Optimization exercise on an open flow, not production practice. RTL: at most simulated, not proved equivalent. Clock network not from TritonCTS: runs 5 to 7. The clock port is an ideal driver here. Power: default activity.

<file path="design/flow/standard.sh">
#!/bin/bash
# synth_recipe.tcl (not shown) runs the flow's synth.tcl, then flattens the netlist and writes it again
# the make line also repeats each setting of config.mk as NAME=value (left out here)
make -C /OpenROAD-flow-scripts/flow DESIGN_CONFIG=/design/flow/config.mk WORK_HOME=/design/flow/orfs CLKGATE_MAP_FILE= SYNTH_SCRIPT=/design/flow/synth_recipe.tcl "${@:-finish}"
</file>
<file path="design/flow/constraint.sdc">
create_clock -name core_clock -period 10.0 [get_ports {clk}]
set_input_delay 2.0000 -clock core_clock [delete_from_list [all_inputs] [get_ports {clk}]]
set_output_delay 2.0000 -clock core_clock [all_outputs]
set_load 0.01 [all_outputs]
</file>
<file path="design/flow/design.v">
module color_centroid
  (
    input         clk,
    input         rst,           
    input  [2:0]  rgbfilter,     
    input         new_frame_i,   
    output [14:0] orig_addr,
    input  [11:0] orig_pxl,
    output        proc_we,
    output [14:0] proc_addr,
    output [11:0] proc_pxl,
    output [7:0]  centroid,
    output        new_centroid,
    output [2:0]  proximity
  );
  reg [14:0] cnt;
  reg        processing;
  reg        we1, we2;
  wire end_cnt = cnt[14] & cnt[11] & cnt[9] & (&cnt[7:0]);  
  always @(posedge clk, posedge rst)
    if (rst) begin
      cnt        <= 15'd0;
      processing <= 1'b0;
      we1        <= 1'b0;
      we2        <= 1'b0;
    end else begin
      we1 <= processing;
      we2 <= we1;
      cnt <= (processing & ~end_cnt) ? cnt + 1'b1 : 15'd0;
      if (processing) begin
        if (end_cnt) processing <= 1'b0;
      end else if (new_frame_i)
        processing <= 1'b1;
    end
  assign orig_addr = cnt;
  assign proc_we   = we2;
  wire        wnorm = processing & we1;
  wire [14:0] cnt_m2 = cnt - 15'd2;
  assign proc_addr = (cnt_m2 & ~({15{~wnorm}} & 15'h3500)) | {14'd0, ~we1};
  wire frame_done = we1 & ~processing;
  assign new_centroid = we2 & ~we1;
  reg [11:0] pxl_rg;
  reg        thr;
  wire [3:0] red = orig_pxl[11:8];
  wire [3:0] grn = orig_pxl[7:4];
  wire [3:0] blu = orig_pxl[3:0];
  wire signed [4:0] d_rg = {1'b0, red} - {1'b0, grn};
  wire signed [4:0] d_rb = {1'b0, red} - {1'b0, blu};
  wire signed [4:0] d_gb = {1'b0, grn} - {1'b0, blu};
  wire v_rg = d_rg >= 5'sd7;
  wire v_gr = d_rg <= -5'sd7;
  wire s_rg = (d_rg >= -5'sd2) && (d_rg <= 5'sd2);
  wire v_rb = d_rb >= 5'sd7;
  wire v_br = d_rb <= -5'sd7;
  wire s_rb = (d_rb >= -5'sd2) && (d_rb <= 5'sd2);
  wire v_gb = d_gb >= 5'sd7;
  wire v_bg = d_gb <= -5'sd7;
  wire s_gb = (d_gb >= -5'sd2) && (d_gb <= 5'sd2);
  wire fr = rgbfilter[2];
  wire fg = rgbfilter[1];
  wire fb = rgbfilter[0];
  wire hi = &{red[3:2], grn[3:2], blu[3:2]};
  wire pass = (~(fr & ~fg) | v_rg) & (~(fr & ~fb) | v_rb) &
              (~(fg & ~fr) | v_gr) & (~(fg & ~fb) | v_gb) &
              (~(fb & ~fr) | v_br) & (~(fb & ~fg) | v_bg) &
              (~(fr & fg) | s_rg) & (~(fr & fb) | s_rb) & (~(fg & fb) | s_gb) &
              (~(fr & fg & fb) | hi);
  always @(posedge clk) begin
    pxl_rg <= orig_pxl;
    thr    <= pass;
  end
  assign proc_pxl = thr ? pxl_rg : 12'd0;
  wire [3:0] ph  = cnt[3:0];
  wire       ph1 = (ph == 4'd1);             
  reg  [3:0] p13;
  always @(posedge clk)
    p13 <= (!processing || p13 == 4'd12) ? 4'd0 : p13 + 1'b1;
  wire z = (p13 == 4'd12);                   
  wire start = z & (ph >= 4'd2) & (ph <= 4'd14);
  reg  run;
  always @(*)
    case (p13)
      4'd12:   run = (ph >= 4'd2) && (ph <= 4'd14);
      4'd0:    run = (ph >= 4'd3);
      4'd1:    run = (ph >= 4'd4) || (ph == 4'd0);
      4'd2:    run = (ph >= 4'd5) || (ph <= 4'd1);
      default: run = 1'b0;
    endcase
  reg  [3:0] bk;
  always @(posedge clk)
    if (!processing)
      bk <= 4'd9;
    else if (ph1)
      bk <= (bk == 4'd9) ? 4'd0 : bk + 1'b1;
  wire colin = (bk >= 4'd1) && (bk <= 4'd8);
  wire rowin = (cnt >= 15'd1280) && (cnt < 15'd17920);
  wire pi    = thr & colin & rowin;
  reg [3:0] pc;       
  reg [3:0] sh;       
  reg       fo;       
  reg       f_last;   
  always @(posedge clk) begin
    pc <= ph1 ? 4'd0 : pc + {3'd0, pi};
    sh <= ph1 ? pc : run ? {1'b0, sh[3:1]} : sh;
    if (ph1) fo <= pi;
    if (start && bk >= 4'd2) f_last <= fo;
  end
  wire clr = ~|cnt[14:10];
  wire e_0   = (bk == 4'd2);
  wire e_7   = (bk == 4'd9);
  wire e_l   = (bk >= 4'd2) && (bk <= 4'd5);
  wire e_01  = (bk >= 4'd2) && (bk <= 4'd3);
  wire e_012 = (bk >= 4'd2) && (bk <= 4'd4);
  wire e_67  = (bk >= 4'd8) && (bk <= 4'd9);
  wire e_567 = (bk >= 4'd7) && (bk <= 4'd9);
  wire b0 = run & sh[0];
  wire b1 = run & sh[1];
  reg [12:0] r_t, r_l, r_0, r_01, r_012, r_7, r_67, r_567;
  reg        c_t, c_l, c_0, c_01, c_012, c_7, c_67, c_567;
  reg        t0;
  wire a_t   = b1;
  wire a_l   = e_l   & b0;
  wire a_0   = e_0   & b0;
  wire a_01  = e_01  & b0;
  wire a_012 = e_012 & b0;
  wire a_7   = e_7   & b0;
  wire a_67  = e_67  & b0;
  wire a_567 = e_567 & b0;
  wire i_t   = c_t   | (start & ((t0 & sh[0]) | (fo & (t0 | sh[0]))));
  wire i_l   = c_l   | (start & e_l   & f_last);
  wire i_0   = c_0   | (start & e_0   & fo);
  wire i_01  = c_01  | (start & e_01  & f_last);
  wire i_012 = c_012 | (start & e_012 & f_last);
  wire i_7   = c_7   | (start & e_7   & fo);
  wire i_67  = c_67  | (start & e_67  & f_last);
  wire i_567 = c_567 | (start & e_567 & f_last);
  always @(posedge clk) begin
    r_t   <= {(r_t[0]   ^ a_t   ^ i_t)   & ~clr, r_t[12:1]};
    r_l   <= {(r_l[0]   ^ a_l   ^ i_l)   & ~clr, r_l[12:1]};
    r_0   <= {(r_0[0]   ^ a_0   ^ i_0)   & ~clr, r_0[12:1]};
    r_01  <= {(r_01[0]  ^ a_01  ^ i_01)  & ~clr, r_01[12:1]};
    r_012 <= {(r_012[0] ^ a_012 ^ i_012) & ~clr, r_012[12:1]};
    r_7   <= {(r_7[0]   ^ a_7   ^ i_7)   & ~clr, r_7[12:1]};
    r_67  <= {(r_67[0]  ^ a_67  ^ i_67)  & ~clr, r_67[12:1]};
    r_567 <= {(r_567[0] ^ a_567 ^ i_567) & ~clr, r_567[12:1]};
    c_t   <= (r_t[0]   & a_t)   | (i_t   & (r_t[0]   | a_t));
    c_l   <= (r_l[0]   & a_l)   | (i_l   & (r_l[0]   | a_l));
    c_0   <= (r_0[0]   & a_0)   | (i_0   & (r_0[0]   | a_0));
    c_01  <= (r_01[0]  & a_01)  | (i_01  & (r_01[0]  | a_01));
    c_012 <= (r_012[0] & a_012) | (i_012 & (r_012[0] | a_012));
    c_7   <= (r_7[0]   & a_7)   | (i_7   & (r_7[0]   | a_7));
    c_67  <= (r_67[0]  & a_67)  | (i_67  & (r_67[0]  | a_67));
    c_567 <= (r_567[0] & a_567) | (i_567 & (r_567[0] | a_567));
    t0    <= clr ? 1'b0 : start ? t0 ^ sh[0] ^ fo : t0;
  end
  wire init = z;
  wire h_b = r_t[0];                         
  wire t_b = init ? t0 : r_t[12];            
  wire q_b = r_t[3] & ~(p13 >= 4'd9 && p13 <= 4'd11);  
  wire u_b = r_l[12] & ~init;                
  wire l_b = r_l[0];                         
  reg gt_l, side, bw, lt, ge0, ge1, ge2;
  wire a_b = side ? u_b : t_b;
  wire b_b = side ? t_b : u_b;
  wire bwe = bw & ~init;
  wire d_b = a_b ^ b_b ^ bwe;
  wire x0 = side ? r_0[0]   : r_7[0];
  wire x1 = side ? r_01[0]  : r_67[0];
  wire x2 = side ? r_012[0] : r_567[0];
  always @(posedge clk) begin
    gt_l <= (l_b & ~h_b) | (~(l_b ^ h_b) & gt_l & ~init);
    if (init) side <= gt_l;
    bw   <= (~a_b & b_b) | (~(a_b ^ b_b) & bwe);
    lt   <= (~d_b & q_b) | (~(d_b ^ q_b) & lt & ~init);
    ge0  <= (x0 & ~h_b) | (~(x0 ^ h_b) & (ge0 | init));
    ge1  <= (x1 & ~h_b) | (~(x1 ^ h_b) & (ge1 | init));
    ge2  <= (x2 & ~h_b) | (~(x2 ^ h_b) & (ge2 | init));
  end
  wire [13:0] tv = {r_t, t0};
  wire few = ~|tv[13:8] & ~(tv[7] & |tv[6:0]);    
  wire [1:0] k = ge0 ? 2'd0 : ge1 ? 2'd1 : ge2 ? 2'd2 : 2'd3;
  wire [3:0] code_tmp = few ? 4'b0000 : lt ? 4'b0100 : {1'b1, side, k};
  reg [2:0] prox_tmp;
  always @(*)
    if (tv[13])      prox_tmp = 3'd7;
    else if (tv[12]) prox_tmp = tv[11] ? 3'd7 : 3'd6;
    else if (tv[11]) prox_tmp = 3'd5;
    else if (tv[10]) prox_tmp = 3'd4;
    else if (tv[9])  prox_tmp = 3'd3;
    else if (tv[8])  prox_tmp = 3'd2;
    else if (tv[7])  prox_tmp = 3'd1;
    else             prox_tmp = 3'd0;
  reg [3:0] code;
  reg [2:0] prox_o;
  always @(posedge clk, posedge rst)
    if (rst) begin
      code   <= 4'd0;
      prox_o <= 3'd0;
    end else if (frame_done) begin
      code   <= code_tmp;
      prox_o <= prox_tmp;
    end
  wire       cen_c = ~code[3] & code[2];
  wire [3:0] kdec  = {code[1:0] == 2'd3, code[1:0] == 2'd2,
                      code[1:0] == 2'd1, code[1:0] == 2'd0};
  wire [3:0] lft   = {4{code[3] &  code[2]}} & kdec;
  wire [3:0] rgt   = {4{code[3] & ~code[2]}} & kdec;
  assign centroid  = {rgt[0], rgt[1], rgt[2], rgt[3] | cen_c,
                      lft[3] | cen_c, lft[2], lft[1], lft[0]};
  assign proximity = prox_o;
endmodule
</file>
<file path="design/flow/config.mk">
export PLATFORM = sky130hd
export DESIGN_NAME = color_centroid
export DESIGN_NICKNAME = color_centroid
export VERILOG_FILES = /design/flow/design.v
export SDC_FILE = /design/flow/constraint.sdc
export NUM_CORES = 4
export LEC_CHECK = 0
export CAP_MARGIN = 20
export CORE_MARGIN = 2
export CORE_UTILIZATION = 65
export PLACE_DENSITY = 0.75
export SLEW_MARGIN = 20
</file>
<file path="design/flow/flow/run.sh">
#!/bin/bash
set -euo pipefail
WORK=$(pwd)
cp -r "$FLOW_HOME/scripts" "$WORK/orfs_scripts"
cp "$WORK/flow/abc_area_lean.script" "$WORK/orfs_scripts/abc_speed.script"
export SCRIPTS_DIR="$WORK/orfs_scripts"
export BUFFER_PORTS_ARGS="-buffer_cell sky130_fd_sc_hd__buf_1"
export CTS_ARGS="-sink_clustering_enable -repair_clock_nets -dont_use_dummy_load -buf_list sky130_fd_sc_hd__clkbuf_8 -sink_clustering_size 20 -sink_clustering_max_diameter 60"
bash standard.sh > orfs_make.log 2>&1
</file>
<file path="design/flow/flow/abc_area_lean.script">
strash
dc2
dch -f
amap
topo
stime -c
</file>
==> summary.md, run 1 <==
| Metric | Value |
|---|---|
| H-tree Lvls | 4 |
| Max_slew headroom | 25.3% |
| Clock buffer depth | 2 |
| FP Rows | 35 |
| Peak supply drop | 99.7 µV |
| GRT Resource Usage Total | 23.8% |
| Vias in the first global route | 4230 |
| EDFF count, synth | 7 |
| Synth Area in Compound Gates | 13.0% |
| Total grt overflow | 0 |
| Fillers | 672 |
| Number of routed nets with antenna violations | 0 |
| # diodes | 0 |
| Clock Skews | 0.0318 ns |
| Final setup viols | 0 |
| Critical Path Slowest Stage Cell | dfrtp_1 |
| Routed len/inst | 14.0 µm |
| Post-synthesis sequential area ratio | 59.2% |
| Die extent in x | 102 µm |
| Setup TNS | 0 ns |
| Area of the mapped netlist | 6280 µm² |
| Vias | 4365 |
| Flops & latches, synth | 176 |
| Postcts setup bufs | 0 |
| Initial Utilization | 67.3% |
| Beginning of the worst register-to-register path | p13[0]$_SDFF_PP0_ |
| Ys flop type | dfxtp_1 |
| Post-Synth Adder-Cell Area | 10.1% |
| Outcome | no timing/DRC/antenna violations |
| Post-route insts no fill | 807 |
| First-pass GRT wire length | 19.2 mm |
| Post-route clock period utilization | 50.2% |
| CTS tree | yes |
| Fraction of layout cells with a size suffix above 1 | 3.10% |
| Initial antenna violation count | 0 |
| Final #Nets | 741 |
| DR pass1 iterations | 5 |
| Initial DRC Count | 169 |
| Largest net degree at the start of global routing | 26 |
| Storage element area | 3720 µm² |
| Multiplexer area fraction after synthesis | 0% |
| Multi-input logic area | 2290 µm² |
| Cell variety after synth | 43 |
| Achievable frequency | 199 MHz |
| Yosys warns | 1 |
| Simple-gate share of the synthesized area | 13.2% |
| RSZ-0062 raised after global routing | false |
| Power per cell area | 160 nW/µm² |
| Max-slew violation count | 0 |
| Commonest cells post-synth | 144 x dfxtp_1, 75 x clkinv_1, 62 x nor2_1 |
| Worst Path Arrival | 3.02 ns |
| Leakage | 2.79 nW |
| Startpoint Class | register |
| Cts hold-fix bufs | 0 |
| Asr flop ratio synth | 14.2% |
| DRC Markers | 0 |
| Cell area after layout | 6970 µm² |
| Drt total wl | 11.3 mm |
| Top cells by area, synth | dfxtp_1 46%, dfrtp_1 10%, ha_1 6.0% |
| TritonCTS Buffers | 17 |
| Placed insts | 790 |
| WS Path Type | reg -> out |
| Hold Path Origin | r_7[1]$_DFF_P_ |
| Final Hold Vio Count | 0 |
| Main combinational cell family by area after synthesis | simple AND/OR/NAND/NOR gates |
| GP Congestion | 0.862 |
| Post-CTS resize count | 0 |
| WP buf/inv | 4 |
| Most common cell in the synthesized netlist | dfxtp_1 |
| DIE HEIGHT | 102 µm |
| Post-Syn Nets | 648 |
| Pin slew with the least headroom to its limit | 1.11 ns |
| Worst skew pair latency | 0.44 ns |
| Synth Area in XOR/XNOR | 0% |
| Area Overhead vs Synth | 11.0% |
| Post-synth top area share | 45.9% |
| CP Cell Sequence | clkinv_1, nand3_1, or3_1, nor3_1, clkinv_1, nor2_1, clkinv_1, nor2_1, nor2_1, a211oi_1, buf_1 |
| Vias per inst | 5.41 |
| Fin util | 74.7% |
| Die area | 10500 µm² |
| Worst R2R Setup Slack | 5.82 ns |
| Synthesized instance count | 587 |
| Critical Path Source | cnt[1]$_DFF_PP0_ |
| Post-synth top area cell | dfxtp_1 |
| Clock root buffer | clkbuf_8 |
| Min-Delay Path Class | reg -> reg |
| Hpwl dp | 8.34 mm |
| Syn avg cell area | 10.7 µm² |
| Critical path endpoint category | output pin |
| CTS sink cnt | 176 |
| CP Max Fanout | 7 |
| Maxcap violations | 0 |
| Port Buffer Count | 72 |
| Worst setup margin | 4.98 ns |
| Dpl cell area | 6730 µm² |
| Clock Pin Slew Worst Setup and Hold Paths | 0.09 ns |
| Tmin final | 5.02 ns |
| CORE AREA | 9330 µm² |
| CP peak stage delay | 0.43 ns |
| Worst EP required | 8.00 ns |
| DP Worst Slack | 5.47 ns |
| IO Pins | 73 |
| Delay-heaviest family, CP | simple AND/OR/NAND/NOR gates |
-- cell usage in the layout, fill, tap and decap left out, drive strengths merged, types with 8 or more instances in the layout --
master  count
a211oi     13
a21oi      22
a31o        8
buf        74
clkbuf     17
clkinv     74
dfrtp      25
dfxtp     144
fa         13
ha         30
nand2      30
nor2       62
nor2b      28
nor3       27
o21ai      23
-- worst register-to-register path: cells and delay by family, from the launching register on --
| family | cells | cell delay (ns) |
|---|---|---|
| AND/OR/NAND/NOR | 4 | 1.76 |
| AO/OA/AOI/OAI | 3 | 1.16 |
| adder cells (fa/ha/maj) | 2 | 0.64 |
| flip-flops | 1 | 0.34 |
| buffers and inverters | 2 | 0.19 |
-- path summary, 6_finish.rpt --
check | to | depth (start not counted)
worst max-delay path | proc_addr[12] | 11
worst min-delay path | r_7[0]$_DFF_P_ | 0
worst max register to register | r_0[12]$_DFF_P_ | 11
worst min register to register | r_7[0]$_DFF_P_ | 0
max in group asynchronous | cnt[11]$_DFF_PP0_ | 2
min in group asynchronous | cnt[13]$_DFF_PP0_ | 2
-- sequential cells by signal, indices dropped and copies added (netlist names), 3 cells and up --
name	flops
r_567	13
r_t	13
r_0	13
r_012	13
cnt	15
r_01	13
r_l	13
pxl_rg	12
r_67	13
sh	4
bk	4
p13	4
prox_o	3
r_7	13
code	4
pc	4
-- metrics by stage --
stage | hold WS, ns | total power (W)
2_1_floorplan | 0.310 | 0.000764
3_5_place_dp | 0.312 | 0.000781
3_3_place_gp | 0.311 | 0.000778
4_1_cts | 0.311 | 0.00113
5_1_grt | 0.315 | 0.00116
6_report | 0.311 | 0.00112
-- cell families (layout without fill, tap and decap cells) --
group | Yosys count | count (layout)
AOI/OAI and AO/OA | 118 | 118
DFF | 176 | 176
and+or+nand+nor | 175 | 175
buffers and inverters | 75 | 166
adders and majority gates | 43 | 43
-- cell type report --
cell class              count  area share [%]
flip-flops and latches    176            53.4
multi-input cells         336            32.8
repair buffers             74            4.09
inverters                  75            4.04
clock buffers              17            3.36
well taps                 129            2.32
-- where the power goes --
group | internal (W) | total [W] | leakage, nW | switching [W]
Sequential | 0.000709 | 0.000710 | 1.53 | 0.000000704
Clock | 0.000150 | 0.000352 | 0.122 | 0.000202
Combinational | 0.0000209 | 0.0000556 | 1.13 | 0.0000347
-- routing by layer --
metal  routed length [µm]  up-vias  GRT usage [%]
met4                  177        0           8.72
met3                  541       24           6.57
li1                     -     2189              -
met2                 5340      129           38.5
met5                    0        -              0
met1                 5210     2023           31.0
==> run 2: changes to the inputs <==
==> design/flow/flow/run.sh (replaced) <==
#!/bin/bash
set -euo pipefail
WORK=$(pwd)
cp -r "$FLOW_HOME/scripts" "$WORK/orfs_scripts"
cp "$WORK/flow/abc_area_lean.script" "$WORK/orfs_scripts/abc_speed.script"
export SCRIPTS_DIR="$WORK/orfs_scripts"
export BUFFER_PORTS_ARGS="-buffer_cell sky130_fd_sc_hd__buf_1"
export CTS_ARGS="-sink_clustering_enable -repair_clock_nets -dont_use_dummy_load -buf_list sky130_fd_sc_hd__clkbuf_8 -sink_clustering_size 24 -sink_clustering_max_diameter 50"
bash standard.sh > orfs_make.log 2>&1
==> run 2 against run 1 <==
Still clean on timing, DRC and antenna. Via count stayed put. Non-clock buffer count stayed put. Combinational power hardly changed. Clock skew stayed put. Critical path depth stayed put. Clock-buffer cell count stayed put. Clock power hardly changed. Synthesized cell count stayed put. Cell area stayed put.
==> summary.md, run 2 <==
| Metric | Value |
|---|---|
| Power per cell area | 160 nW/µm² |
| Post-route clock period utilization | 50.2% |
| Most frequent cells in the layout | 144 x dfxtp_1, 74 x clkinv_1, 72 x buf_1, 62 x nor2_1 |
| CP peak stage delay | 0.43 ns |
| Critical path endpoint category | output pin |
| Worst EP required | 8.00 ns |
| Area Overhead vs Synth | 11.0% |
| Post-Syn Nets | 648 |
| Die extent in x | 102 µm |
| Critical Path Slowest Stage Cell | dfrtp_1 |
| Fraction of layout cells with a size suffix above 1 | 3.10% |
| Max-slew violation count | 0 |
| Cell variety after synth | 43 |
| Die area | 10500 µm² |
| Achievable frequency | 199 MHz |
| Startpoint Class | register |
| IO Pins | 73 |
| Tmin final | 5.02 ns |
| Post-route insts no fill | 807 |
| Post-CTS resize count | 0 |
| Setup TNS | 0 ns |
| Worst skew pair latency | 0.44 ns |
| Largest net degree at the start of global routing | 26 |
| Placed insts | 790 |
| Clock Skews | 0.0318 ns |
| CP Max Fanout | 7 |
| TritonCTS Buffers | 17 |
| Asr flop ratio synth | 14.2% |
| Most common cell after layout, fill and taps aside | dfxtp_1 |
| CTS tree | yes |
| Beginning of the worst register-to-register path | p13[0]$_SDFF_PP0_ |
| Initial DRC Count | 169 |
| CORE AREA | 9330 µm² |
| # diodes | 0 |
| CP Cell Sequence | clkinv_1, nand3_1, or3_1, nor3_1, clkinv_1, nor2_1, clkinv_1, nor2_1, nor2_1, a211oi_1, buf_1 |
| Peak supply drop | 99.7 µV |
| Port Buffer Count | 72 |
| Syn avg cell area | 10.7 µm² |
| Final #Nets | 741 |
| Largest reg by FF count | cnt |
| Commonest cells post-synth | 144 x dfxtp_1, 75 x clkinv_1, 62 x nor2_1 |
| Pin slew with the least headroom to its limit | 1.11 ns |
| Hpwl dp | 8.34 mm |
| WS Path Type | reg -> out |
| EDFF count, synth | 7 |
| Worst setup path end | proc_addr[12] |
| Hold_ws | 0.311 ns |
| Final setup viols | 0 |
| Vias | 4365 |
| Post-synth top area cell | dfxtp_1 |
| Most common cell in the synthesized netlist | dfxtp_1 |
| Post-synthesis sequential area ratio | 59.2% |
| Maxcap violations | 0 |
| Max FFs per register | 15 |
| GRT Resource Usage Total | 23.8% |
| Critical Path Source | cnt[1]$_DFF_PP0_ |
| H-tree Lvls | 4 |
| Vias per inst | 5.41 |
| Worst Path Arrival | 3.02 ns |
| Top cells by area, synth | dfxtp_1 46%, dfrtp_1 10%, ha_1 6.0% |
| Leakage | 2.79 nW |
| Initial Utilization | 67.3% |
| Routed len/inst | 14.0 µm |
| Total grt overflow | 0 |
| Final Hold Vio Count | 0 |
| Max_slew headroom | 25.3% |
| GP Congestion | 0.862 |
| Clock buffer depth | 2 |
| Clock root buffer | clkbuf_8 |
| First-pass GRT wire length | 19.2 mm |
| Flops & latches, synth | 176 |
| Clock Pin Slew Worst Setup and Hold Paths | 0.09 ns |
| Cts hold-fix bufs | 0 |
| Fin util | 74.7% |
| DIE HEIGHT | 102 µm |
| Yosys warns | 1 |
| Post-synth top area share | 45.9% |
| Synthesized instance count | 587 |
| Outcome | no timing/DRC/antenna violations |
| RSZ-0062 raised after global routing | false |
| Min-Delay Path Class | reg -> reg |
| R2R Path End | r_0[12]$_DFF_P_ |
| FF-to-FF path depth | 11 |
| Postcts setup bufs | 0 |
| Worst R2R Setup Slack | 5.82 ns |
| CTS sink cnt | 176 |
| Number of routed nets with antenna violations | 0 |
| Initial antenna violation count | 0 |
| Vias in the first global route | 4230 |
| DR pass1 iterations | 5 |
| Total power | 0.00112 W |
| Ys flop type | dfxtp_1 |
| FP Rows | 35 |
| DRC Markers | 0 |
| Drt total wl | 11.3 mm |
| Area of the mapped netlist | 6280 µm² |
run 2: cell counts after synthesis:
No cell type changed its count.
run 2: metal layers:
layer / wire [µm] / share of wire, % / GRT usage (%) / up-vias
met2: 5340 / 47 / 38.5 / 129
li1: - / - / - / 2189
met1: 5210 / 46 / 31.0 / 2023
met4: 177 / 1.6 / 8.72 / 0
met5: 0 / 0 / 0 / -
met3: 541 / 4.8 / 6.57 / 24
run 2: critical path, delay by kind of cell (launching register included):
kind,cells,cell delay [ns]
DFF,1,0.43
AOI/OAI and AO/OA,1,0.28
and+or+nand+nor,6,1.27
buffers and inverters,4,0.63
run 2: where the power goes:
part / internal (W) / switching, W / total (W)
sequential: 0.000709 / 0.000000704 / 0.000710
clock: 0.000150 / 0.000202 / 0.000352
combinational: 0.0000209 / 0.0000347 / 0.0000556
run 2: area by class of cell:
cell class / count / area (µm²)
inverter: 75 / 282
multi-input combinational: 336 / 2290
clock buffer: 17 / 234
timing repair buffer: 74 / 285
sequential: 176 / 3720
tap: 129 / 161
fill: 672 / 2360
run 2: cell families (layout without fill, tap and decap cells):
family / Yosys count / in the layout / share of synthesized area, %
compound gates: 118 / 118 / 13.0
fa+ha+maj: 43 / 43 / 10.1
buf+inv: 75 / 166 / 4.48
flops: 176 / 176 / 59.2
simple gates: 175 / 175 / 13.2
run 2: worst min-delay path by stage:
stage          cells past startpoint                to             start  slack [ns]
6_report                           0    r_7[0]$_DFF_P_    r_7[1]$_DFF_P_        0.31
5_1_grt                            0    r_7[4]$_DFF_P_    r_7[5]$_DFF_P_        0.31
4_1_cts                            0    r_7[0]$_DFF_P_    r_7[1]$_DFF_P_        0.31
3_5_place_dp                       0   r_01[2]$_DFF_P_   r_01[3]$_DFF_P_        0.31
3_3_place_gp                       0    r_l[7]$_DFF_P_    r_l[8]$_DFF_P_        0.31
2_1_floorplan                      0  r_012[0]$_DFF_P_  r_012[1]$_DFF_P_        0.31
run 2: metrics by stage:
| stage | setup WS (ns) | area (µm²) |
|---|---|---|
| floorplan | 5.69 | 6280 |
| global placement | 5.61 | 6730 |
| detailed placement | 5.47 | 6730 |
| CTS | 4.98 | 6970 |
| global route | 4.61 | 6970 |
| finish | 4.98 | 6970 |
==> run 3: changes to the inputs <==
==> design/flow/flow/run.sh (replaced) <==
#!/bin/bash
set -euo pipefail
WORK=$(pwd)
cp -r "$FLOW_HOME/scripts" "$WORK/orfs_scripts"
cp "$WORK/flow/abc_area_lean.script" "$WORK/orfs_scripts/abc_speed.script"
export SCRIPTS_DIR="$WORK/orfs_scripts"
export BUFFER_PORTS_ARGS="-buffer_cell sky130_fd_sc_hd__buf_1"
export CTS_ARGS="-sink_clustering_enable -repair_clock_nets -dont_use_dummy_load -buf_list sky130_fd_sc_hd__clkbuf_8 -sink_clustering_size 20 -sink_clustering_max_diameter 60"
bash standard.sh > orfs_make.log 2>&1
--- a/design/flow/config.mk
+++ b/design/flow/config.mk
@@ -9,4 +9,6 @@
 export CORE_MARGIN = 2
-export CORE_UTILIZATION = 65
-export PLACE_DENSITY = 0.75
+export CORE_UTILIZATION = 40
+export CTS_BUF_LIST = sky130_fd_sc_hd__clkbuf_8
+export CTS_CLUSTER_DIAMETER = 60
+export CTS_CLUSTER_SIZE = 20
 export SLEW_MARGIN = 20
==> run 3 against run 2 <==
First-iteration DRC count increased by 32%. Sequential power is essentially flat. Power grew 0.26%. Non-clock buffer count fell by 1. Largest cell class unchanged. Critical path depth rose by 1. Clock skew decreased by 0.0055 ns. Largest power group unchanged. Cell count increased by 10%. Global-route usage fell by 8.8 points. Combinational power about the same. Synthesized cell count stayed put.
==> summary.md, run 3 <==
| Metric | Value |
|---|---|
| CTS tree | yes |
| Pin slew with the least headroom to its limit | 0.937 ns |
| Initial DRC Count | 223 |
| Startpoint Class | register |
| Syn avg cell area | 10.7 µm² |
| GRT Resource Usage Total | 15.0% |
| Multi-input logic area | 2300 µm² |
| Clock buffer depth | 2 |
| Initial Utilization | 41.2% |
| Clock Skews | 0.0263 ns |
| Flops & latches, synth | 176 |
| WP buf/inv | 3 |
| Worst Path Arrival | 2.99 ns |
| FP Rows | 45 |
| DRC Markers | 0 |
| Max FFs per register | 15 |
| Storage element area | 3720 µm² |
| DR pass1 iterations | 4 |
| CORE AREA | 15300 µm² |
| Beginning of the worst register-to-register path | p13[0]$_SDFF_PP0_ |
| Clock Pin Slew Worst Setup and Hold Paths | 0.09 ns |
| Number of routed nets with antenna violations | 0 |
| Post-Syn Nets | 648 |
| Hold_ws | 0.295 ns |
| Critical Path Source | cnt[2]$_DFF_PP0_ |
| TritonCTS Buffers | 17 |
| H-tree Lvls | 4 |
| Vias per inst | 4.84 |
| Area of the mapped netlist | 6280 µm² |
| Largest reg by FF count | cnt |
| Worst EP required | 8.00 ns |
| Post-route clock period utilization | 49.9% |
| Post-synthesis sequential area ratio | 59.2% |
| Hold Path Origin | r_l[8]$_DFF_P_ |
| Maxcap violations | 0 |
| Total grt overflow | 0 |
| Vias | 4297 |
| Leakage | 2.78 nW |
| RSZ-0062 raised after global routing | false |
| Most frequent cells in the layout | 144 x dfxtp_1, 74 x clkinv_1, 72 x buf_1, 62 x nor2_1 |
| Tmin final | 4.99 ns |
| Commonest cells post-synth | 144 x dfxtp_1, 75 x clkinv_1, 62 x nor2_1 |
| Most common cell in the synthesized netlist | dfxtp_1 |
| Clock root buffer | clkbuf_8 |
| CP peak stage delay | 0.47 ns |
| IO Pins | 73 |
| Initial antenna violation count | 0 |
| Max_slew headroom | 37.2% |
| Die area | 16700 µm² |
| Post-synth top area cell | dfxtp_1 |
| Ys flop type | dfxtp_1 |
| Postcts setup bufs | 0 |
| Vias in the first global route | 4121 |
| DIE HEIGHT | 129 µm |
| Outcome | no timing/DRC/antenna violations |
| Setup TNS | 0 ns |
| EDFF count, synth | 7 |
| GP Congestion | 0.873 |
| Fraction of layout cells with a size suffix above 1 | 3.25% |
| Post-CTS resize count | 0 |
| CP Max Fanout | 8 |
| Fillers | 1460 |
| Post-synth top area share | 45.9% |
| Largest net degree at the start of global routing | 26 |
| Area Overhead vs Synth | 12.6% |
| Most common cell after layout, fill and taps aside | dfxtp_1 |
| Port Buffer Count | 72 |
| # diodes | 0 |
| Cts hold-fix bufs | 0 |
| CP Cell Sequence | clkinv_1, ha_1, clkinv_1, or3_1, nor3_1, nand2_1, nor2_1, nand2_1, nor2_1, a21oi_1, a311oi_1, buf_1 |
| Final Hold Vio Count | 0 |
| Worst skew pair latency | 0.44 ns |
| Max-slew violation count | 0 |
| Critical Path Slowest Stage Cell | dfrtp_1 |
| Yosys warns | 1 |
| Delay-heaviest family, CP | simple AND/OR/NAND/NOR gates |
| Final #Nets | 740 |
| Hpwl dp | 8.63 mm |
| Critical path endpoint category | output pin |
| Routed len/inst | 13.0 µm |
| Die extent in x | 129 µm |
| Top cells by area, synth | dfxtp_1 46%, dfrtp_1 10%, ha_1 6.0% |
| Achievable frequency | 200 MHz |
| CTS sink cnt | 176 |
| Power per cell area | 158 nW/µm² |
| Drt total wl | 11.6 mm |
| Synthesized instance count | 587 |
| Min-Delay Path Class | reg -> reg |
| Asr flop ratio synth | 14.2% |
| Final setup viols | 0 |
| Cell variety after synth | 43 |
| Peak supply drop | 78.7 µV |
| WS Path Type | reg -> out |
| First-pass GRT wire length | 19.6 mm |
[run 3: kinds of logic after synthesis]
kind of cell	synth area share [%]
fa+ha+maj	10.1
buf+inv	4.48
flops	59.2
simple gates	13.2
compound gates	13.0
[run 3: report_power, final]
part           total [W]  leakage [nW]  internal [W]  switching (W)
sequential      0.000710          1.53      0.000709    0.000000580
clock           0.000355         0.122      0.000150       0.000205
combinational  0.0000559          1.13     0.0000207      0.0000352
[run 3: final cells by class]
| cell class | count | area share, % |
|---|---|---|
| Inverter | 75 | 3.98 |
| Sequential cell | 176 | 52.6 |
| Timing Repair Buffer | 73 | 3.93 |
| Multi-Input combinational cell | 336 | 32.5 |
| Tap cell | 211 | 3.73 |
| Clock buffer | 17 | 3.31 |
[run 3: final timing paths]
| check | slack [ns] | cells past startpoint | end |
|---|---|---|---|
| worst max-delay path | 5.01 | 12 | proc_addr[13] |
| worst min-delay path | 0.29 | 0 | r_l[7]$_DFF_P_ |
| worst max register to register | 6.16 | 11 | r_l[12]$_DFF_P_ |
| worst min register to register | 0.29 | 0 | r_l[7]$_DFF_P_ |
| max in group asynchronous | 7.99 | 2 | cnt[10]$_DFF_PP0_ |
| min in group asynchronous | 1.59 | 2 | code[2]$_DFFE_PP0P_ |
[run 3: metrics by stage]
step / total power, W / utilization, % / area, µm² / setup WS [ns] / std cells
2_1_floorplan: 0.000764 / - / 6280 / 5.69 / 587
3_3_place_gp: 0.000780 / 44.8 / 6830 / 5.53 / 871
3_5_place_dp: 0.000782 / 44.8 / 6830 / 5.51 / 871
4_1_cts: 0.00114 / 46.3 / 7070 / 4.99 / 888
5_1_grt: 0.00118 / 46.4 / 7070 / 4.72 / 888
6_report: 0.00112 / 46.4 / 7070 / 5.01 / 888
[run 3: layer usage]
| metal | track usage (%) | vias up | part of all wire, % |
|---|---|---|---|
| li1 | - | 2178 | - |
| met1 | 20.6 | 2007 | 49 |
| met2 | 22.6 | 100 | 44 |
| met3 | 4.38 | 12 | 5.2 |
| met4 | 5.31 | 0 | 1.3 |
| met5 | 0 | - | 0 |
==> run 4: changes to the inputs <==
--- a/design/flow/design.v
+++ b/design/flow/design.v
@@ -28,3 +28,3 @@
       we2 <= we1;
-      cnt <= (processing & ~end_cnt) ? cnt + 1'b1 : 15'd0;
+      cnt <= (cnt + {14'd0, processing}) & ~({15{end_cnt}} & 15'h4B00);
       if (processing) begin
==> run 4 against run 3 <==
Register-to-register slack worse by 0.40 ns. Cell count down 2.6%. Die area fell by 0.96%. Hold slack better by 0.0060 ns. First-iteration DRC count is 46% lower. Core utilization fell by 0.36 points. Clock-buffer cell count unchanged. Combinational power up 0.7%. Clock skew grew 0.013 ns. Non-clock buffer count grew 1. Synthesized cell count down 0.17%. Largest cell class unchanged.
==> summary.md, run 4 <==
| Metric | Value |
|---|---|
| Outcome | no timing/DRC/antenna violations |
| Max-slew violation count | 0 |
| Post-Syn Nets | 645 |
| Initial Utilization | 40.9% |
| TritonCTS Buffers | 17 |
| Post-synth top area cell | dfxtp_1 |
| Top Usage Layer GRT | met2 |
| Final #Nets | 738 |
| CTS tree | yes |
| H-tree Lvls | 4 |
| Tmin final | 5.01 ns |
| Vias in the first global route | 4235 |
| WS Path Type | reg -> out |
| Vias per inst | 4.94 |
| Final setup viols | 0 |
| Min-Delay Path Class | reg -> reg |
| Syn avg cell area | 10.6 µm² |
| Most frequent cells in the layout | 144 x dfxtp_1, 79 x clkinv_1, 72 x buf_1, 62 x nor2_1, 36 x nand2_1 |
| GRT Resource Usage Total | 14.6% |
| Post-route clock period utilization | 50.1% |
| DRC Markers | 0 |
| Initial antenna violation count | 0 |
| Worst EP required | 8.00 ns |
| Worst Path Arrival | 3.01 ns |
| Synthesized instance count | 586 |
| Die extent in x | 129 µm |
| DR pass1 iterations | 4 |
| Post-route insts no fill | 865 |
| IO Pins | 73 |
| Max FFs per register | 15 |
| Pin slew with the least headroom to its limit | 1.01 ns |
| Post-CTS resize count | 0 |
| EDFF count, synth | 7 |
| CORE AREA | 15200 µm² |
| GR Util met2 | 24.6% |
| Port Buffer Count | 72 |
| Routed len/inst | 12.9 µm |
| Total grt overflow | 0 |
| Area Overhead vs Synth | 12.5% |
| Grt met1 use | 18.3% |
| DIE HEIGHT | 129 µm |
| Initial DRC Count | 120 |
| Postcts setup bufs | 0 |
| Fillers | 1450 |
| Post-synthesis sequential area ratio | 59.8% |
| Leakage | 2.70 nW |
| GR Layer Usage met3 | 4.07% |
| Most common cell in the synthesized netlist | dfxtp_1 |
| Max_slew headroom | 31.5% |
| Setup TNS | 0 ns |
| Most common cell after layout, fill and taps aside | dfxtp_1 |
| Post-synth top area share | 46.4% |
| Clock buffer depth | 2 |
| First-pass GRT wire length | 19.2 mm |
| Clock root buffer | clkbuf_8 |
| # diodes | 0 |
| Maxcap violations | 0 |
| Achievable frequency | 200 MHz |
| Drt total wl | 11.1 mm |
| Cell variety after synth | 46 |
| Largest net degree at the start of global routing | 26 |
| RSZ-0062 raised after global routing | false |
| Vias | 4271 |
| Final Hold Vio Count | 0 |
| Power per cell area | 160 nW/µm² |
| Hpwl dp | 8.42 mm |
| Placed insts | 847 |
| Peak supply drop | 81.6 µV |
| Commonest cells post-synth | 144 x dfxtp_1, 79 x clkinv_1, 62 x nor2_1 |
| Ys flop type | dfxtp_1 |
| Worst skew pair latency | 0.44 ns |
| Largest reg by FF count | cnt |
| CTS sink cnt | 176 |
| Flops & latches, synth | 176 |
| FP Rows | 45 |
| Asr flop ratio synth | 14.2% |
| Area of the mapped netlist | 6220 µm² |
| Clock Skews | 0.0392 ns |
| Critical path endpoint category | output pin |
| Number of routed nets with antenna violations | 0 |
| Hold_ws | 0.301 ns |
| Yosys warns | 1 |
| Top cells by area, synth | dfxtp_1 46%, dfrtp_1 10%, ha_1 5.6% |
| GP Congestion | 0.853 |
| Cts hold-fix bufs | 0 |
| CP Max Fanout | 7 |
| Clock Pin Slew Worst Setup and Hold Paths | 0.10 ns |
| Die area | 16600 µm² |
| Startpoint Class | register |
| Fraction of layout cells with a size suffix above 1 | 2.81% |
## run 4: kinds of logic (layout without fill, tap and decap cells)
kind of cell / after synthesis / in the layout / share of synthesized area (%)
buf+inv: 79 / 170 / 4.77
compound gates: 118 / 118 / 12.8
flops: 176 / 176 / 59.8
simple gates: 172 / 172 / 12.8
fa+ha+maj: 41 / 41 / 9.82
## run 4: routing by layer
| metal | vias to the layer above | share of wire [%] |
|---|---|---|
| li1 | 2173 | - |
| met1 | 2007 | 48 |
| met2 | 77 | 47 |
| met3 | 14 | 3.5 |
| met4 | 0 | 1.5 |
| met5 | - | 0 |
## run 4: worst paths after layout
check                                   from                    end  slack, ns  depth (start not counted)
max                         cnt[3]$_DFF_PP0_          proc_addr[12]       4.99                         12
min                         r_01[11]$_DFF_P_       r_01[10]$_DFF_P_       0.30                          0
max reg2reg                p13[0]$_SDFF_PP0_        r_0[12]$_DFF_P_       5.76                         11
min reg2reg                 r_01[11]$_DFF_P_       r_01[10]$_DFF_P_       0.30                          0
max in group asynchronous                rst      cnt[10]$_DFF_PP0_       8.12                          3
min in group asynchronous                rst  prox_o[1]$_DFFE_PP0P_       1.45                          2
## run 4: critical path, cell delays in order (launching register included)
cell      delay, ns
dfrtp_1        0.45
clkinv_1       0.11
nand2_1        0.08
nor2_1         0.26
clkinv_1       0.16
nor3_1         0.27
clkinv_1       0.13
nor3_1         0.33
nand2_1        0.16
nor2_1         0.17
nor2_1         0.06
a211oi_1       0.22
buf_1          0.18
## run 4: stage by stage
step           instance area (µm²)  util, %  total power (W)  setup WS, ns
3_3_place_gp                  6730     44.3         0.000778          5.61
3_5_place_dp                  6730     44.3         0.000780          5.50
5_1_grt                       6990     46.0          0.00117          4.62
2_1_floorplan                 6220        -         0.000764          5.72
4_1_cts                       6960     45.8          0.00113          5.01
6_report                      6990     46.0          0.00112          4.99
## run 4: power breakdown
part	internal, W	leakage [nW]	switching [W]
sequential	0.000709	1.53	0.000000588
combinational	0.0000215	1.04	0.0000348
clock	0.000150	0.122	0.000201
total	0.000881	2.70	0.000237
## run 4: layout make-up
type / instances / area [µm²] / area share, %
sequential: 176 / 3720 / 53.2
multi-input combinational: 331 / 2200 / 31.5
timing repair buffer: 74 / 305 / 4.37
inverter: 79 / 297 / 4.24
tap: 188 / 235 / 3.36
clock buffer: 17 / 234 / 3.35
==> run 5: changes to the inputs <==
--- a/design/flow/design.v
+++ b/design/flow/design.v
@@ -28,3 +28,3 @@
       we2 <= we1;
-      cnt <= (cnt + {14'd0, processing}) & ~({15{end_cnt}} & 15'h4B00);
+      cnt <= (processing & ~end_cnt) ? cnt + 1'b1 : 15'd0;
       if (processing) begin
==> design/flow/flow/run.sh (replaced) <==
#!/bin/bash
# Standard ORFS layout (standard.sh) with these changes:
#  - synthesis maps the logic with an area-oriented ABC script
#    (flow/abc_area_lean.script in place of ORFS's abc_speed.script);
#    the registers are the standard synthesis's, unchanged;
#  - the ports are buffered with the smallest plain buffer;
#  - the clock tree is built by flow/manual_cts.tcl (k-means groups of
#    registers, one clock buffer per group) in place of TritonCTS; the rest
#    of ORFS's CTS step (placement legalisation, timing repair) is kept.
set -euo pipefail
WORK=$(pwd)
cp -r "$FLOW_HOME/scripts" "$WORK/orfs_scripts"
cp "$WORK/flow/abc_area_lean.script" "$WORK/orfs_scripts/abc_speed.script"
sed -i 's|^log_cmd clock_tree_synthesis {\*}$cts_args|source $::env(MANUAL_CTS_TCL)|' "$WORK/orfs_scripts/cts.tcl"
grep -q MANUAL_CTS_TCL "$WORK/orfs_scripts/cts.tcl"
export SCRIPTS_DIR="$WORK/orfs_scripts"
export BUFFER_PORTS_ARGS="-buffer_cell sky130_fd_sc_hd__buf_1"
export MANUAL_CTS_TCL="$WORK/flow/manual_cts.tcl"
export MANUAL_CTS_NET=clk
export MANUAL_CTS_K=14
export MANUAL_CTS_BUF=sky130_fd_sc_hd__clkbuf_8
export MANUAL_CTS_ROOT=sky130_fd_sc_hd__clkbuf_16
bash standard.sh > orfs_make.log 2>&1
==> design/flow/flow/manual_cts.tcl (new file) <==
set mcts_k   $::env(MANUAL_CTS_K)
set mcts_buf $::env(MANUAL_CTS_BUF)
set mcts_root $::env(MANUAL_CTS_ROOT)
set block [ord::get_db_block]
set db [ord::get_db]
set clknet [$block findNet $::env(MANUAL_CTS_NET)]
$clknet setSigType CLOCK
set sinks {}
foreach it [$clknet getITerms] {
  lappend sinks $it
}
set n [llength $sinks]
puts "manual_cts: $n sinks, $mcts_k groups of $mcts_buf"
set xs {}; set ys {}
foreach it $sinks {
  set b [[$it getInst] getBBox]
  lappend xs [expr {([$b xMin] + [$b xMax]) / 2.0}]
  lappend ys [expr {([$b yMin] + [$b yMax]) / 2.0}]
}
# k-means, seeded with points spread along the sorted x+y order
set order [lsort -real -indices [lmap x $xs y $ys {expr {$x + $y}}]]
set cx {}; set cy {}
for {set k 0} {$k < $mcts_k} {incr k} {
  set i [lindex $order [expr {int(($k + 0.5) * $n / $mcts_k)}]]
  lappend cx [lindex $xs $i]; lappend cy [lindex $ys $i]
}
set asg [lrepeat $n 0]
for {set iter 0} {$iter < 50} {incr iter} {
  for {set i 0} {$i < $n} {incr i} {
    set best 0; set bd 1e30
    for {set k 0} {$k < $mcts_k} {incr k} {
      set dx [expr {[lindex $xs $i] - [lindex $cx $k]}]
      set dy [expr {[lindex $ys $i] - [lindex $cy $k]}]
      set d [expr {abs($dx) + abs($dy)}]
      if {$d < $bd} { set bd $d; set best $k }
    }
    lset asg $i $best
  }
  set sx [lrepeat $mcts_k 0.0]; set sy [lrepeat $mcts_k 0.0]; set sc [lrepeat $mcts_k 0]
  for {set i 0} {$i < $n} {incr i} {
    set k [lindex $asg $i]
    lset sx $k [expr {[lindex $sx $k] + [lindex $xs $i]}]
    lset sy $k [expr {[lindex $sy $k] + [lindex $ys $i]}]
    lset sc $k [expr {[lindex $sc $k] + 1}]
  }
  for {set k 0} {$k < $mcts_k} {incr k} {
    if {[lindex $sc $k] > 0} {
      lset cx $k [expr {[lindex $sx $k] / [lindex $sc $k]}]
      lset cy $k [expr {[lindex $sy $k] / [lindex $sc $k]}]
    }
  }
}
set master [$db findMaster $mcts_buf]
set src $clknet
if {$mcts_k > 4} {
  set rmaster [$db findMaster $mcts_root]
  set rb [odb::dbInst_create $block $rmaster "clkbuf_root_0"]
  set rn [odb::dbNet_create $block "clknet_root_0"]
  $rn setSigType CLOCK
  [$rb findITerm A] connect $clknet
  [$rb findITerm X] connect $rn
  set ax 0.0; set ay 0.0
  for {set k 0} {$k < $mcts_k} {incr k} {
    set ax [expr {$ax + [lindex $cx $k]}]; set ay [expr {$ay + [lindex $cy $k]}]
  }
  $rb setLocation [expr {int($ax / $mcts_k)}] [expr {int($ay / $mcts_k)}]
  $rb setPlacementStatus PLACED
  set src $rn
}
for {set k 0} {$k < $mcts_k} {incr k} {
  set b [odb::dbInst_create $block $master "clkbuf_leaf_$k"]
  set net [odb::dbNet_create $block "clknet_leaf_$k"]
  $net setSigType CLOCK
  [$b findITerm A] connect $src
  [$b findITerm X] connect $net
  $b setLocation [expr {int([lindex $cx $k])}] [expr {int([lindex $cy $k])}]
  $b setPlacementStatus PLACED
}
for {set i 0} {$i < $n} {incr i} {
  set it [lindex $sinks $i]
  set k [lindex $asg $i]
  set net [$block findNet "clknet_leaf_$k"]
  $it disconnect
  $it connect $net
}
puts "manual_cts: group sizes [lmap k [lsort -integer -unique $asg] {llength [lsearch -all $asg $k]}]"
--- a/design/flow/config.mk
+++ b/design/flow/config.mk
@@ -10,5 +10,2 @@
 export CORE_UTILIZATION = 40
-export CTS_BUF_LIST = sky130_fd_sc_hd__clkbuf_8
-export CTS_CLUSTER_DIAMETER = 60
-export CTS_CLUSTER_SIZE = 20
 export SLEW_MARGIN = 20
==> run 5 against run 4 <==
Cell count up 2.4%. Flip-flop and latch count unchanged. Global-route usage down 0.86 points. First-iteration DRC count up 48%. Fmax up 1.9%. Cell area up 0.93%. Synthesized area up 1.0%. Largest power group unchanged.
==> summary.md, run 5 <==
| Metric | Value |
|---|---|
| Worst EP required | 8.00 ns |
| EDFF count, synth | 7 |
| First-pass GRT wire length | 19.3 mm |
| Achievable frequency | 203 MHz |
| GRT Resource Usage Total | 13.8% |
| Die extent in x | 129 µm |
| Startpoint Class | register |
| CORE AREA | 15300 µm² |
| Most common cell in the synthesized netlist | dfxtp_1 |
| Post-route clock period utilization | 49.2% |
| Hold_ws | 0.285 ns |
| Leakage | 2.77 nW |
| Clock Pin Slew Worst Setup and Hold Paths | 0.10 ns |
| Flops & latches, synth | 176 |
| Most common cell after layout, fill and taps aside | dfxtp_1 |
| Drt total wl | 11.4 mm |
| WP buf/inv | 3 |
| Postcts setup bufs | 0 |
| Post-Syn Nets | 648 |
| Post-CTS resize count | 0 |
| Vias per inst | 4.84 |
| Tmin final | 4.92 ns |
| Vias | 4292 |
| Initial antenna violation count | 0 |
| Initial DRC Count | 178 |
| Worst skew pair latency | 0.38 ns |
| Power per cell area | 156 nW/µm² |
| FP Rows | 45 |
| Max_slew headroom | 37.2% |
| DIE HEIGHT | 129 µm |
| Synthesized instance count | 587 |
| Area of the mapped netlist | 6280 µm² |
| Asr flop ratio synth | 14.2% |
| Vias in the first global route | 4105 |
| Cell area after layout | 7060 µm² |
| Total grt overflow | 0 |
| Most frequent cells in the layout | 144 x dfxtp_1, 74 x clkinv_1, 72 x buf_1, 62 x nor2_1 |
| Area Overhead vs Synth | 12.4% |
| Post-synth top area share | 45.9% |
| # diodes | 0 |
| Top cells by area, synth | dfxtp_1 46%, dfrtp_1 10%, ha_1 6.0% |
| Hpwl dp | 8.63 mm |
| Final #Nets | 738 |
| Max-slew violation count | 0 |
| Port Buffer Count | 72 |
| Max FFs per register | 15 |
| Cell variety after synth | 43 |
| Syn avg cell area | 10.7 µm² |
| Fraction of layout cells with a size suffix above 1 | 2.96% |
| DR pass1 iterations | 5 |
| Setup TNS | 0 ns |
| Die area | 16700 µm² |
| Critical Path Slowest Stage Cell | dfrtp_1 |
| Total power | 0.00110 W |
| CP peak stage delay | 0.47 ns |
| Final setup viols | 0 |
| Maxcap violations | 0 |
| Fin util | 46.2% |
| CP Max Fanout | 8 |
| Largest net degree at the start of global routing | 26 |
| Clock Skews | 0.0367 ns |
| Outcome | no timing/DRC/antenna violations |
| Cts hold-fix bufs | 0 |
| Post-synthesis sequential area ratio | 59.2% |
| Peak supply drop | 118 µV |
| Worst Path Arrival | 2.92 ns |
| Ys flop type | dfxtp_1 |
| RSZ-0062 raised after global routing | false |
| Final Hold Vio Count | 0 |
| Number of routed nets with antenna violations | 0 |
| IO Pins | 73 |
| DRC Markers | 0 |
| Dpl cell area | 6830 µm² |
| Delay-heaviest family, CP | simple AND/OR/NAND/NOR gates |
| Pin slew with the least headroom to its limit | 0.938 ns |
| Min-Delay Path Class | reg -> reg |
| Critical path endpoint category | output pin |
| CP Cell Sequence | clkinv_1, ha_1, clkinv_1, or3_1, nor3_1, nand2_1, nor2_1, nand2_1, nor2_1, a21oi_1, a311oi_1, buf_1 |
| GP Congestion | 0.873 |
| WS Path Type | reg -> out |
| Largest reg by FF count | cnt |
| Initial Utilization | 41.2% |
| Yosys warns | 1 |
| Post-synth top area cell | dfxtp_1 |
| Routed len/inst | 12.9 µm |
| Commonest cells post-synth | 144 x dfxtp_1, 75 x clkinv_1, 62 x nor2_1 |
## run 5: final timing paths
path	start	endpoint	slack (ns)	depth (start not counted)
worst max-delay path	cnt[2]$_DFF_PP0_	proc_addr[13]	5.08	12
worst min-delay path	r_0[6]$_DFF_P_	r_0[5]$_DFF_P_	0.28	0
worst max register to register	p13[0]$_SDFF_PP0_	r_0[12]$_DFF_P_	6.13	11
worst min register to register	r_0[6]$_DFF_P_	r_0[5]$_DFF_P_	0.28	0
max in group asynchronous	rst	cnt[14]$_DFF_PP0_	7.94	2
min in group asynchronous	rst	prox_o[2]$_DFFE_PP0P_	1.64	2
## run 5: layout make-up
type	count	area (µm²)
Buffer	15	218
Fill cell	1454	8200
Inverter	75	282
Multi-Input combinational cell	336	2300
Sequential cell	176	3720
Tap cell	211	264
Timing Repair Buffer	73	278
## run 5: worst register-to-register path, delay by kind of cell, from the launching register on
kind	cells	cell delay, ns
adders and majority gates	2	0.65
DFF	1	0.36
buffers and inverters	2	0.19
and+or+nand+nor	4	1.40
AOI/OAI and AO/OA	3	1.11
## run 5: report_power, final
group	total (W)	internal (W)	switching, W
combinational	0.0000559	0.0000207	0.0000352
sequential	0.000710	0.000709	0.000000575
clock	0.000338	0.000143	0.000195
## run 5: stage by stage
stage	instances	setup WS, ns
final	886	5.08
after global routing	886	4.80
after CTS	886	5.48
after detailed placement	871	5.51
after global placement	871	5.53
after floorplan	587	5.69
## run 5: cell families after synthesis
group / synth area share (%)
buffers and inverters: 4.48
DFF: 59.2
AOI/OAI and AO/OA: 13.0
and+or+nand+nor: 13.2
adders and majority gates: 10.1
## run 5: layer usage
metal | vias up | part of all wire (%) | global-route usage, %
li1 | 2173 | - | -
met1 | 2011 | 49 | 20.1
met2 | 90 | 45 | 22.3
met3 | 18 | 4.8 | 1.90
met4 | 0 | 1.6 | 2.11
met5 | - | 0 | 0
==> run 6: changes to the inputs <==
--- a/design/flow/flow/run.sh
+++ b/design/flow/flow/run.sh
@@ -19,4 +19,4 @@
 export MANUAL_CTS_NET=clk
-export MANUAL_CTS_K=14
-export MANUAL_CTS_BUF=sky130_fd_sc_hd__clkbuf_8
+export MANUAL_CTS_K=8
+export MANUAL_CTS_BUF=sky130_fd_sc_hd__clkbuf_16
 export MANUAL_CTS_ROOT=sky130_fd_sc_hd__clkbuf_16
==> run 6 against run 5 <==
Power grew 1.8%. Clock power is 5.9% higher. Fmax fell by 0.31%. Synthesized area unchanged. Sequential share of layout area shrank 0.056 points. Synthesized cell count did not move. Global-route usage barely moved. Critical endpoint unchanged.
==> summary.md, run 6 <==
| Metric | Value |
|---|---|
| Post-synth top area cell | dfxtp_1 |
| Maxcap violations | 0 |
| GRT Resource Usage Total | 13.8% |
| Clock Pin Slew Worst Setup and Hold Paths | 0.10 ns |
| Final setup viols | 0 |
| Post-synth top area share | 45.9% |
| DRC Markers | 0 |
| Setup TNS | 0 ns |
| Startpoint Class | register |
| Flops & latches, synth | 176 |
| Synthesized instance count | 587 |
| Main combinational cell family by area after synthesis | simple AND/OR/NAND/NOR gates |
| Simple-gate share of the synthesized area | 13.2% |
| Most frequent cells in the layout | 144 x dfxtp_1, 74 x clkinv_1, 72 x buf_1, 62 x nor2_1 |
| Post-CTS resize count | 0 |
| Most common cell after layout, fill and taps aside | dfxtp_1 |
| IO Pins | 73 |
| DR pass1 iterations | 4 |
| Leakage | 2.77 nW |
| Ys flop type | dfxtp_1 |
| Multiplexer area fraction after synthesis | 0% |
| Vias per inst | 4.84 |
| Worst Path Arrival | 2.94 ns |
| Post-Synth Adder-Cell Area | 10.1% |
| Multi-input logic area | 2300 µm² |
| R2R Path End | r_0[12]$_DFF_P_ |
| Postcts setup bufs | 0 |
| Fraction of layout cells with a size suffix above 1 | 2.09% |
| Pin slew with the least headroom to its limit | 0.952 ns |
| GP Congestion | 0.873 |
| Final #Nets | 732 |
| Initial antenna violation count | 0 |
| FF-to-FF path depth | 11 |
| Most common cell in the synthesized netlist | dfxtp_1 |
| Storage element area | 3720 µm² |
| WHS Path Cells | 0 |
| Post-route insts no fill | 880 |
| CP peak stage delay | 0.47 ns |
| Vias | 4256 |
| Hpwl dp | 8.63 mm |
| Achievable frequency | 203 MHz |
| CP Cell Sequence | clkinv_1, ha_1, clkinv_1, or3_1, nor3_1, nand2_1, nor2_1, nand2_1, nor2_1, a21oi_1, a311oi_1, buf_1 |
| # diodes | 0 |
| Syn avg cell area | 10.7 µm² |
| Number of routed nets with antenna violations | 0 |
| Placed insts | 871 |
| Initial Utilization | 41.2% |
| Largest reg by FF count | cnt |
| Min-Delay Path Class | reg -> reg |
| DP Worst Slack | 5.51 ns |
| RSZ-0062 raised after global routing | false |
| Synth Area in XOR/XNOR | 0% |
| Max-slew violation count | 0 |
| Largest net degree at the start of global routing | 34 |
| Vias in the first global route | 4095 |
| Hold Path Origin | r_67[5]$_DFF_P_ |
| Hold Path End | r_67[4]$_DFF_P_ |
| Port Buffer Count | 72 |
| WS Path Type | reg -> out |
| CP Max Fanout | 8 |
| Worst R2R Setup Slack | 6.12 ns |
| Synth Area in Compound Gates | 13.0% |
| Worst EP required | 8.00 ns |
| Top cells by area, synth | dfxtp_1 46%, dfrtp_1 10%, ha_1 6.0% |
| DIE HEIGHT | 129 µm |
| Max_slew headroom | 36.2% |
| Post-synthesis sequential area ratio | 59.2% |
| Clock Skews | 0.0382 ns |
| Die area | 16700 µm² |
| Fillers | 1450 |
| Cts hold-fix bufs | 0 |
| Initial DRC Count | 196 |
| Routed len/inst | 13.0 µm |
| Max FFs per register | 15 |
| Commonest cells post-synth | 144 x dfxtp_1, 75 x clkinv_1, 62 x nor2_1 |
| First-pass GRT wire length | 19.4 mm |
| Post-Syn Nets | 648 |
| Cell area after layout | 7060 µm² |
| CORE AREA | 15300 µm² |
| Power per cell area | 159 nW/µm² |
| Post-route clock period utilization | 49.4% |
| Outcome | no timing/DRC/antenna violations |
| FP Rows | 45 |
| Cell variety after synth | 43 |
| Critical path endpoint category | output pin |
| Die extent in x | 129 µm |
| Yosys warns | 1 |
| Beginning of the worst register-to-register path | p13[0]$_SDFF_PP0_ |
| Tmin final | 4.94 ns |
| Drt total wl | 11.5 mm |
| Area of the mapped netlist | 6280 µm² |
| Final Hold Vio Count | 0 |
| Worst skew pair latency | 0.38 ns |
| Dpl cell area | 6830 µm² |
| Total grt overflow | 0 |
| Critical Path Slowest Stage Cell | dfrtp_1 |
| Worst setup margin | 5.06 ns |
| Area Overhead vs Synth | 12.5% |
| Peak supply drop | 120 µV |
| Asr flop ratio synth | 14.2% |
| EDFF count, synth | 7 |
==> run 6: cell count changes in the layout (fill, tap and decap cells not counted) <==
cell / delta
clkbuf_16: +8
clkbuf_8: -14
==> run 6: worst max-delay path by stage <==
stage / to / cells past startpoint / slack [ns] / from
2_1_floorplan: proc_addr[13] / 11 / 5.69 / cnt[1]$_DFF_PP0_
3_3_place_gp: proc_addr[13] / 12 / 5.53 / cnt[1]$_DFF_PP0_
3_5_place_dp: proc_addr[13] / 12 / 5.51 / cnt[1]$_DFF_PP0_
4_1_cts: proc_addr[13] / 12 / 5.48 / cnt[1]$_DFF_PP0_
5_1_grt: proc_addr[13] / 12 / 4.79 / cnt[1]$_DFF_PP0_
6_report: proc_addr[13] / 12 / 5.06 / cnt[2]$_DFF_PP0_
==> run 6: through the flow <==
step | util, % | hold slack, ns | power [W]
floorplan | - | 0.310 | 0.000764
global placement | 44.8 | 0.311 | 0.000780
detailed placement | 44.8 | 0.312 | 0.000782
CTS | 46.3 | 0.312 | 0.00107
global route | 46.3 | 0.305 | 0.00117
finish | 46.3 | 0.299 | 0.00112
==> run 6: logic make-up after synthesis <==
| kind of cell | Yosys count |
|---|---|
| AO/OA/AOI/OAI | 118 |
| adder cells (fa/ha/maj) | 43 |
| AND/OR/NAND/NOR | 175 |
| flip-flops | 176 |
| buffers and inverters | 75 |
==> run 6: metal layers <==
metal / vias up / part of all wire (%) / global-route usage, %
met5: - / 0 / 0
met4: 0 / 1.7 / 2.05
met3: 12 / 4.1 / 1.57
met2: 84 / 44 / 22.7
met1: 1993 / 50 / 20.0
li1: 2167 / - / -
==> run 6: where the power goes <==
group | switching [W] | internal (W) | total [W]
Combinational | 0.0000352 | 0.0000207 | 0.0000559
Sequential | 0.000000571 | 0.000709 | 0.000709
Clock | 0.000197 | 0.000161 | 0.000358
Total | 0.000233 | 0.000891 | 0.00112
==> run 6: final cells by class <==
class / count / share of cell area (%)
multi-input combinational: 336 / 32.5
buffer: 9 / 3.19
tap: 211 / 3.74
inverter: 75 / 3.99
timing repair buffer: 73 / 3.93
sequential: 176 / 52.6
==> run 6: worst max-delay path, delay by kind of cell, from the launching register on <==
| kind | cells | cell delay [ns] |
|---|---|---|
| AOI/OAI and AO/OA | 2 | 0.36 |
| adders and majority gates | 1 | 0.18 |
| buffers and inverters | 3 | 0.41 |
| DFF | 1 | 0.47 |
| and+or+nand+nor | 6 | 1.16 |
==> run 7: changes to the inputs <==
--- a/design/flow/design.v
+++ b/design/flow/design.v
@@ -28,3 +28,3 @@
       we2 <= we1;
-      cnt <= (processing & ~end_cnt) ? cnt + 1'b1 : 15'd0;
+      cnt <= (cnt + {14'd0, processing}) & ~({15{end_cnt}} & 15'h4B00);
       if (processing) begin
--- a/design/flow/flow/run.sh
+++ b/design/flow/flow/run.sh
@@ -19,5 +19,5 @@
 export MANUAL_CTS_NET=clk
-export MANUAL_CTS_K=8
+export MANUAL_CTS_K=6
 export MANUAL_CTS_BUF=sky130_fd_sc_hd__clkbuf_16
-export MANUAL_CTS_ROOT=sky130_fd_sc_hd__clkbuf_16
+export MANUAL_CTS_ROOT=sky130_fd_sc_hd__clkbuf_8
 bash standard.sh > orfs_make.log 2>&1
==> run 7 against run 6 <==
Highest routed layer unchanged. Largest cell class unchanged. Register-to-register slack lost 0.36 ns. Clock skew grew 0.0069 ns. Cell count shrank 2.8%. Critical endpoint is now proc_addr[12]. Core utilization shrank 0.77 points. Combinational power is essentially flat.
==> summary.md, run 7 <==
| Metric | Value |
|---|---|
| Vias per inst | 4.94 |
| # diodes | 0 |
| Post-synth top area share | 46.4% |
| Delay-heaviest family, CP | simple AND/OR/NAND/NOR gates |
| Post-route clock period utilization | 49.9% |
| Fraction of layout cells with a size suffix above 1 | 1.35% |
| Routed len/inst | 13.0 µm |
| Max-slew violation count | 0 |
| Initial antenna violation count | 0 |
| Clock Pin Slew Worst Setup and Hold Paths | 0.13 ns |
| Number of routed nets with antenna violations | 0 |
| Initial DRC Count | 162 |
| Setup TNS | 0 ns |
| Peak supply drop | 93.1 µV |
| Top cells by area, synth | dfxtp_1 46%, dfrtp_1 10%, ha_1 5.6% |
| Pin slew with the least headroom to its limit | 1.01 ns |
| Flops & latches, synth | 176 |
| Post-Syn Nets | 645 |
| DIE HEIGHT | 129 µm |
| Largest reg by FF count | cnt |
| Die area | 16600 µm² |
| CP peak stage delay | 0.45 ns |
| Hold Path Origin | r_567[1]$_DFF_P_ |
| Total grt overflow | 0 |
| Port Buffer Count | 72 |
| Outcome | no timing/DRC/antenna violations |
| Post-synth top area cell | dfxtp_1 |
| Beginning of the worst register-to-register path | p13[0]$_SDFF_PP0_ |
| Commonest cells post-synth | 144 x dfxtp_1, 79 x clkinv_1, 62 x nor2_1 |
| Vias in the first global route | 4173 |
| CORE AREA | 15200 µm² |
| Worst Path Arrival | 2.99 ns |
| CP Max Fanout | 7 |
| DR pass1 iterations | 4 |
| Final Hold Vio Count | 0 |
| Drt total wl | 11.1 mm |
| Worst skew pair latency | 0.43 ns |
| Worst R2R Setup Slack | 5.76 ns |
| First-pass GRT wire length | 19.1 mm |
| RSZ-0062 raised after global routing | false |
| Most frequent cells in the layout | 144 x dfxtp_1, 79 x clkinv_1, 72 x buf_1, 62 x nor2_1, 36 x nand2_1 |
| Largest net degree at the start of global routing | 43 |
| DRC Markers | 0 |
| Hold Path End | r_567[0]$_DFF_P_ |
| Yosys warns | 1 |
| GP Congestion | 0.853 |
| Tmin final | 4.99 ns |
| Startpoint Class | register |
| Area of the mapped netlist | 6220 µm² |
| Ys flop type | dfxtp_1 |
| EDFF count, synth | 7 |
| Critical path endpoint category | output pin |
| Initial Utilization | 40.9% |
| R2R Path End | r_0[12]$_DFF_P_ |
| Maxcap violations | 0 |
| FP Rows | 45 |
| FF-to-FF path depth | 11 |
| Most common cell in the synthesized netlist | dfxtp_1 |
| Cell variety after synth | 46 |
| GRT Resource Usage Total | 13.6% |
| WS Path Type | reg -> out |
| Critical Path Slowest Stage Cell | dfrtp_1 |
| Achievable frequency | 200 MHz |
| Syn avg cell area | 10.6 µm² |
| Most common cell after layout, fill and taps aside | dfxtp_1 |
| WHS Path Cells | 0 |
| Min-Delay Path Class | reg -> reg |
| Final #Nets | 728 |
| Synthesized instance count | 586 |
| Post-synthesis sequential area ratio | 59.8% |
| Die extent in x | 129 µm |
| Max_slew headroom | 31.4% |
| Postcts setup bufs | 0 |
| Cts hold-fix bufs | 0 |
| Power per cell area | 156 nW/µm² |
| Area Overhead vs Synth | 11.3% |
| Clock Skews | 0.0452 ns |
| Final setup viols | 0 |
| Max FFs per register | 15 |
| Leakage | 2.65 nW |
| Vias | 4226 |
| IO Pins | 73 |
| Hpwl dp | 8.42 mm |
| WP buf/inv | 4 |
| CP Cell Sequence | clkinv_1, nand2_1, nor2_1, clkinv_1, nor3_1, clkinv_1, nor3_1, nand2_1, nor2_1, nor2_1, a211oi_1, buf_1 |
| Worst EP required | 8.00 ns |
| Asr flop ratio synth | 14.2% |
| Post-CTS resize count | 0 |
| Total power | 0.00108 W |
-- run 7: worst register-to-register path: stages (launching register included) --
cell      delay, ns
dfxtp_1        0.36
clkinv_1       0.09
ha_1           0.21
clkinv_1       0.09
nor3_1         0.74
clkinv_1       0.43
nor3_1         0.71
a31oi_1        0.19
or2_0          0.39
nor3_1         0.29
fa_1           0.49
nor2b_1        0.15
-- run 7: metrics by stage --
step | hold slack [ns] | std cells | instance area, µm² | worst slack, ns | utilization, %
floorplan | 0.310 | 586 | 6220 | 5.72 | -
detailed placement | 0.312 | 847 | 6730 | 5.50 | 44.3
CTS | 0.312 | 854 | 6890 | 5.49 | 45.3
global route | 0.320 | 855 | 6920 | 4.64 | 45.5
finish | 0.321 | 855 | 6920 | 5.01 | 45.5
global placement | 0.310 | 847 | 6730 | 5.61 | 44.3
-- run 7: cell families after synthesis --
logic type      after synthesis  synth area share [%]
fa+ha+maj                    41                  9.82
compound gates              118                  12.8
simple gates                172                  12.8
flops                       176                  59.8
buf+inv                      79                  4.77
-- run 7: report_power, final --
| group | leakage [nW] | total (W) | internal [W] | switching, W |
|---|---|---|---|---|
| sequential | 1.53 | 0.000710 | 0.000709 | 0.000000588 |
| combinational | 1.04 | 0.0000562 | 0.0000215 | 0.0000347 |
| clock | 0.0811 | 0.000311 | 0.000118 | 0.000193 |
| total | 2.65 | 0.00108 | 0.000848 | 0.000228 |
-- run 7: metal layers --
| metal | part of all wire (%) | vias to the layer above | global-route usage, % |
|---|---|---|---|
| li1 | - | 2152 | - |
| met1 | 47 | 1977 | 17.8 |
| met2 | 47 | 83 | 24.8 |
| met3 | 4.1 | 14 | 1.37 |
| met4 | 2.1 | 0 | 2.30 |
| met5 | 0 | - | 0 |
-- run 7: worst max-delay path by stage --
| stage | depth (start not counted) | end | from | slack, ns |
|---|---|---|---|---|
| 6_report | 12 | proc_addr[12] | cnt[3]$_DFF_PP0_ | 5.01 |
| 5_1_grt | 12 | proc_addr[12] | cnt[3]$_DFF_PP0_ | 4.64 |
| 4_1_cts | 12 | proc_addr[12] | cnt[2]$_DFF_PP0_ | 5.49 |
| 3_5_place_dp | 13 | proc_addr[13] | cnt[1]$_DFF_PP0_ | 5.50 |
| 3_3_place_gp | 13 | proc_addr[13] | cnt[1]$_DFF_PP0_ | 5.61 |
| 2_1_floorplan | 12 | proc_addr[13] | cnt[1]$_DFF_PP0_ | 5.72 |
-- run 7: layout make-up --
type / instances / area (µm²)
Sequential cell: 176 / 3720
Buffer: 7 / 164
Timing Repair Buffer: 74 / 305
Tap cell: 188 / 235
Inverter: 79 / 297
Fill cell: 1445 / 8280
Multi-Input combinational cell: 331 / 2200
